What follows belongs to an exercise in optimizing a design on an open flow for small area; a production flow would make more cautious choices.
Function was checked by simulation only, so behaviour that the tests miss may differ from the original.
Power figures rest on the tool's default switching activity, not on a simulated workload.

==> sierra: inputs <==
==> flow/design.v <==
module Simple_Single_CPU
(
    clk_i,
    rst_n,
    imem_addr_o,
    imem_rdata_i,
    dmem_addr_o,
    dmem_wdata_o,
    dmem_we_o,
    dmem_re_o,
    dmem_rdata_i
);
    input           clk_i;
    input           rst_n;
    output [32-1:0] imem_addr_o;
    input  [32-1:0] imem_rdata_i;
    output [32-1:0] dmem_addr_o;
    output [32-1:0] dmem_wdata_o;
    output          dmem_we_o;
    output          dmem_re_o;
    input  [32-1:0] dmem_rdata_i;
    reg  [2:0] ph;       
    reg        init;     
    reg        pass2;    
    reg        flag;     
    reg        cm;       
    reg        cp;       
    reg [31:0] pc;
    reg [31:0] A;        
    reg [31:0] W;        
    wire p0   = (ph == 3'd0);
    wire last = (ph == 3'd7);
    wire [31:0] I  = imem_rdata_i;
    wire [4:0]  op = I[6:2];
    wire [2:0]  f3 = I[14:12];
    wire is_load  = (op == 5'b00000);
    wire is_opimm = (op == 5'b00100);
    wire is_auipc = (op == 5'b00101);
    wire is_store = (op == 5'b01000);
    wire is_op    = (op == 5'b01100);
    wire is_br    = (op == 5'b11000);
    wire is_jalr  = (op == 5'b11001);
    wire is_jal   = (op == 5'b11011);
    wire is_alu   = is_op | is_opimm;
    wire is_slt   = is_alu & (f3 == 3'b010);
    wire two_pass = is_load | is_store | is_br | is_slt;
    wire fin      = init | pass2 | ~two_pass;    
    reg [31:0] imm;
    always @(*) begin
        case (op)
            5'b01000: imm = {{20{I[31]}}, I[31:25], I[11:7]};
            5'b11000: imm = {{20{I[31]}}, I[7], I[30:25], I[11:8], 1'b0};
            5'b11011: imm = {{12{I[31]}}, I[19:12], I[20], I[30:21], 1'b0};
            5'b00101: imm = {I[31:12], 12'd0};
            default:  imm = {{20{I[31]}}, I[31:20]};
        endcase
    end
    wire [3:0] imm_d = imm[{ph, 2'b00} +: 4];
    wire [3:0] pc_d  = pc[{ph, 2'b00} +: 4];
    wire [3:0] rdig [0:31];
    assign rdig[0] = 4'd0;
    wire [3:0] r1 = rdig[I[19:15]];
    wire [3:0] r2 = rdig[I[24:20]];
    wire       inv   = is_alu & (((f3 == 3'b000) & I[30]) | (f3 == 3'b010));
    wire [3:0] x     = (is_auipc | is_jal | is_br) ? pc_d : r1;
    wire [3:0] b     = is_op ? r2 : imm_d;
    wire [3:0] y     = b ^ {4{inv}};
    wire       cin   = p0 ? inv : cm;
    wire [4:0] msum  = {1'b0, x} + {1'b0, y} + {4'd0, cin};
    wire       lt    = (x[3] ^ b[3]) ? x[3] : msum[3];
    wire [4:0] psum  = {1'b0, pc_d} + {2'd0, p0, 2'd0} + {4'd0, cp & ~p0};
    reg  [3:0] alu_d;
    always @(*) begin
        case (f3)
            3'b000:  alu_d = msum[3:0];
            3'b110:  alu_d = r1 | b;
            default: alu_d = r1 & b;
        endcase
    end
    wire wr1 = ~pass2 & ((is_alu & ~is_slt) | is_auipc | is_jal | is_jalr);
    wire wr2 =  pass2 & (is_load | is_slt);
    wire wr  = ~init & (wr1 | wr2);
    reg  [3:0] wd;
    always @(*) begin
        if (init)
            wd = 4'd0;
        else if (pass2)
            wd = is_load ? (p0 ? dmem_rdata_i[3:0] : W[3:0]) : {3'd0, flag & p0};
        else if (is_jal | is_jalr)
            wd = psum[3:0];
        else if (is_auipc)
            wd = msum[3:0];
        else
            wd = alu_d;
    end
    wire [3:0] wd29 = init ? {(ph == 3'd1), 3'd0} : wd;
    wire [4:0] rd   = I[11:7];
    genvar g;
    generate
        for (g = 1; g < 32; g = g + 1) begin : R
            reg  [31:0] q;
            wire        wen = init | (wr & (rd == g));
            wire [3:0]  din = (g == 29) ? wd29 : wd;
            always @(posedge clk_i)
                q <= {wen ? din : q[3:0], q[31:4]};
            assign rdig[g] = q[3:0];
        end
    endgenerate
    wire       a_m  = (~pass2 & (is_load | is_store | is_jal | is_jalr)) | (pass2 & is_br & flag);
    wire [3:0] a_in = init ? 4'd0 : (a_m ? msum[3:0] : psum[3:0]);
    wire [31:0] a_next = {a_in, A[31:4]};
    wire cap = pass2 & p0;
    always @(posedge clk_i) begin
        A  <= a_next;
        W  <= {r2, cap ? dmem_rdata_i[31:4] : W[31:4]};
        cm <= msum[4];
        cp <= psum[4];
        if (last & fin)
            pc <= a_next;
        if (~pass2) begin
            if (is_slt)
                flag <= lt;
            else
                flag <= (p0 | flag) & (r1 == r2);
        end
    end
    always @(posedge clk_i or negedge rst_n) begin
        if (~rst_n) begin
            ph    <= 3'd0;
            init  <= 1'b1;
            pass2 <= 1'b0;
        end else begin
            ph <= ph + 3'd1;
            if (last) begin
                init  <= 1'b0;
                pass2 <= ~init & ~pass2 & two_pass;
            end
        end
    end
    assign imem_addr_o  = pc;
    assign dmem_addr_o  = A;
    assign dmem_wdata_o = W;
    assign dmem_we_o    = cap & is_store;
    assign dmem_re_o    = cap & is_load;
endmodule
==> flow/flow/run.sh <==
#!/bin/bash
# The standard ORFS flow (standard.sh), with three changes:
#  - synthesis maps logic with an area-only ABC script (flow/abc_area.script:
#    strash; &deepsyn -I 2 -J 100; dch; map -a), everything else in synthesis
#    as standard;
#  - the port buffers that global placement inserts are buf_1 cells;
#  - clock tree synthesis clusters up to 30 sinks within 100 um.
# Each ORFS step writes its own log under orfs/logs/; make's output goes to
# synth.log and flow.log in this folder.
set -euo pipefail
HERE=$(pwd)
# ORFS scripts, with only the ABC area script replaced
rm -rf scripts_abc
cp -r "$FLOW_HOME/scripts" scripts_abc
cp flow/abc_area.script scripts_abc/abc_area.script
bash standard.sh ABC_AREA=1 "SCRIPTS_DIR=$HERE/scripts_abc" synth > synth.log 2>&1
bash standard.sh \
  "BUFFER_PORTS_ARGS=-buffer_cell sky130_fd_sc_hd__buf_1" \
  "CTS_ARGS=-sink_clustering_enable -repair_clock_nets -sink_clustering_size 30 -sink_clustering_max_diameter 100 -buf_list {sky130_fd_sc_hd__clkbuf_16 sky130_fd_sc_hd__clkbuf_8 sky130_fd_sc_hd__clkbuf_4}" \
  finish > flow.log 2>&1
==> flow/flow/abc_area.script <==
strash
&get -n
&deepsyn -I 2 -J 100
&put
dch
map -a
topo
==> flow/standard.sh <==
#!/bin/bash
# synth_recipe.tcl (not shown) runs the flow's synth.tcl, then flattens the netlist and writes it again
# the make line also repeats each setting of config.mk as NAME=value (left out here)
make -C /OpenROAD-flow-scripts/flow DESIGN_CONFIG=/design/flow/config.mk WORK_HOME=/design/flow/orfs CLKGATE_MAP_FILE= SYNTH_SCRIPT=/design/flow/synth_recipe.tcl "${@:-finish}"
==> flow/config.mk <==
export PLATFORM = sky130hd
export DESIGN_NAME = Simple_Single_CPU
export DESIGN_NICKNAME = Simple_Single_CPU
export VERILOG_FILES = /design/flow/design.v
export SDC_FILE = /design/flow/constraint.sdc
export NUM_CORES = 8
export LEC_CHECK = 0
export CAP_MARGIN = 20
export CORE_MARGIN = 2
export CORE_UTILIZATION = 55
export PLACE_DENSITY = 0.7
export SLEW_MARGIN = 20
==> flow/constraint.sdc <==
create_clock -name core_clock -period 20.0 [get_ports {clk_i}]
set_input_delay 4.0000 -clock core_clock [delete_from_list [all_inputs] [get_ports {clk_i}]]
set_output_delay 4.0000 -clock core_clock [all_outputs]
set_load 0.01 [all_outputs]
==> inputs of harbor, as changes to sierra <==
--- a/flow/design.v
+++ b/flow/design.v
@@ -112,7 +112,7 @@
     wire cap = pass2 & p0;
     always @(posedge clk_i) begin
         A  <= a_next;
-        W  <= {r2, cap ? dmem_rdata_i[31:4] : W[31:4]};
+        W  <= cap ? {dmem_rdata_i[3:0], dmem_rdata_i[31:4]} : {r2, W[31:4]};
         cm <= msum[4];
         cp <= psum[4];
         if (last & fin)
==> flow/run.sh (new file) <==
#!/bin/bash
# synth_recipe.tcl (not shown) runs the flow's synth.tcl, then flattens the netlist and writes it again
# the make line also repeats each setting of config.mk as NAME=value (left out here)
make -C /OpenROAD-flow-scripts/flow DESIGN_CONFIG=/design/flow/config.mk WORK_HOME=/design/flow/orfs CLKGATE_MAP_FILE= SYNTH_SCRIPT=/design/flow/synth_recipe.tcl finish
ABC_AREA = 1   (was unset)
CORE_UTILIZATION = 25   (was 55)
CTS_BUF_LIST = sky130_fd_sc_hd__clkbuf_8   (was unset)
PLACE_DENSITY = 0.45   (was 0.7)
removed: flow/flow/run.sh
removed: flow/flow/abc_area.script
removed: flow/standard.sh
==> inputs of raven, as changes to sierra <==
--- a/flow/design.v
+++ b/flow/design.v
@@ -112,7 +112,7 @@
     wire cap = pass2 & p0;
     always @(posedge clk_i) begin
         A  <= a_next;
-        W  <= {r2, cap ? dmem_rdata_i[31:4] : W[31:4]};
+        W  <= cap ? {dmem_rdata_i[3:0], dmem_rdata_i[31:4]} : {r2, W[31:4]};
         cm <= msum[4];
         cp <= psum[4];
         if (last & fin)
==> flow/run.sh (new file) <==
#!/bin/bash
# synth_recipe.tcl (not shown) runs the flow's synth.tcl, then flattens the netlist and writes it again
# the make line also repeats each setting of config.mk as NAME=value (left out here)
make -C /OpenROAD-flow-scripts/flow DESIGN_CONFIG=/design/flow/config.mk WORK_HOME=/design/flow/orfs CLKGATE_MAP_FILE= SYNTH_SCRIPT=/design/flow/synth_recipe.tcl finish
CORE_UTILIZATION = 25   (was 55)
CTS_BUF_LIST = sky130_fd_sc_hd__clkbuf_16 sky130_fd_sc_hd__clkbuf_8 sky130_fd_sc_hd__clkbuf_4   (was unset)
CTS_CLUSTER_DIAMETER = 100   (was unset)
CTS_CLUSTER_SIZE = 34   (was unset)
PLACE_DENSITY = 0.45   (was 0.7)
removed: flow/flow/run.sh
removed: flow/flow/abc_area.script
removed: flow/standard.sh
==> results.txt <==
Placer's final routability congestion estimate: harbor 0.951; raven 0.888; sierra 0.913
Power share of the combinational group: harbor 0.034; raven 0.051; sierra 0.029
Number of diodes: harbor 1; raven 1; sierra 0
Initial cell density of the core: harbor 0.252; raven 0.252; sierra 0.556
Result of the run: harbor finished clean; raven finished clean; sierra finished clean
Tmin final: harbor 10.23 ns; raven 10.56 ns; sierra 9.80 ns
Std-Cell Core Area: harbor 0.116 mm2; raven 0.116 mm2; sierra 0.0487 mm2
Critical path start-end classification: harbor input port to output port; raven input port to output port; sierra input port to register
Synth Instances: harbor 2,662; raven 2,200; sierra 2,056
Share of synthesized cell area in and, or, nand and nor gates: harbor 0.156; raven 0.0932; sierra 0.0669
Multi-input gate area in the final layout: harbor 0.00600 mm2; raven 0.00646 mm2; sierra 0.00451 mm2
Total of plain and repair buffers excluding clock buffers: harbor 175; raven 188; sierra 179
Cell mode on critical path: harbor sky130_fd_sc_hd__nor2_1; raven sky130_fd_sc_hd__clkdlybuf4s50_1; sierra -
Cells after DPL: harbor 4,314; raven 3,816; sierra 2,899

-- what the ideal ports hide --
The flow's constraints put no driver on any port. The routed layouts listed below were extracted and timed again, unchanged, in two steps.
Step 1: set_driving_cell puts a clkbuf_16 on clk_i and a buf_2 on each other input, an assumption about the parent block.
Step 2 also shifts input and output timing later by t, the mid clock arrival at the registers, as if the neighbouring blocks saw the same clock.
a / b / c = no drivers / after step 1 / after step 2; a / b = the first two.
| run | shift t [ns] | slack for setup (ns) | worst hold slack (ns) | slew at the worst register clock pin (ns) | worst slew at a driven data input, ns |
|---|---|---|---|---|---|
| sierra | 0.653 | 10.202 / 10.236 / 9.584 | 0.322 / 0.322 / 0.322 | 0.11 / 0.11 | 0.12 |
| harbor | 0.874 | 9.771 / 9.721 / 9.721 | 0.283 / 0.283 / 0.283 | 0.08 / 0.08 | 0.12 |
| raven | 0.679 | 9.440 / 9.395 / 9.395 | 0.313 / 0.313 / 0.313 | 0.12 / 0.12 | 0.09 |
After both steps setup and hold are still met in every run listed. For sierra, which loses most, drivers alone change the setup slack by +0.034 ns; drivers and shift together by -0.618 ns.
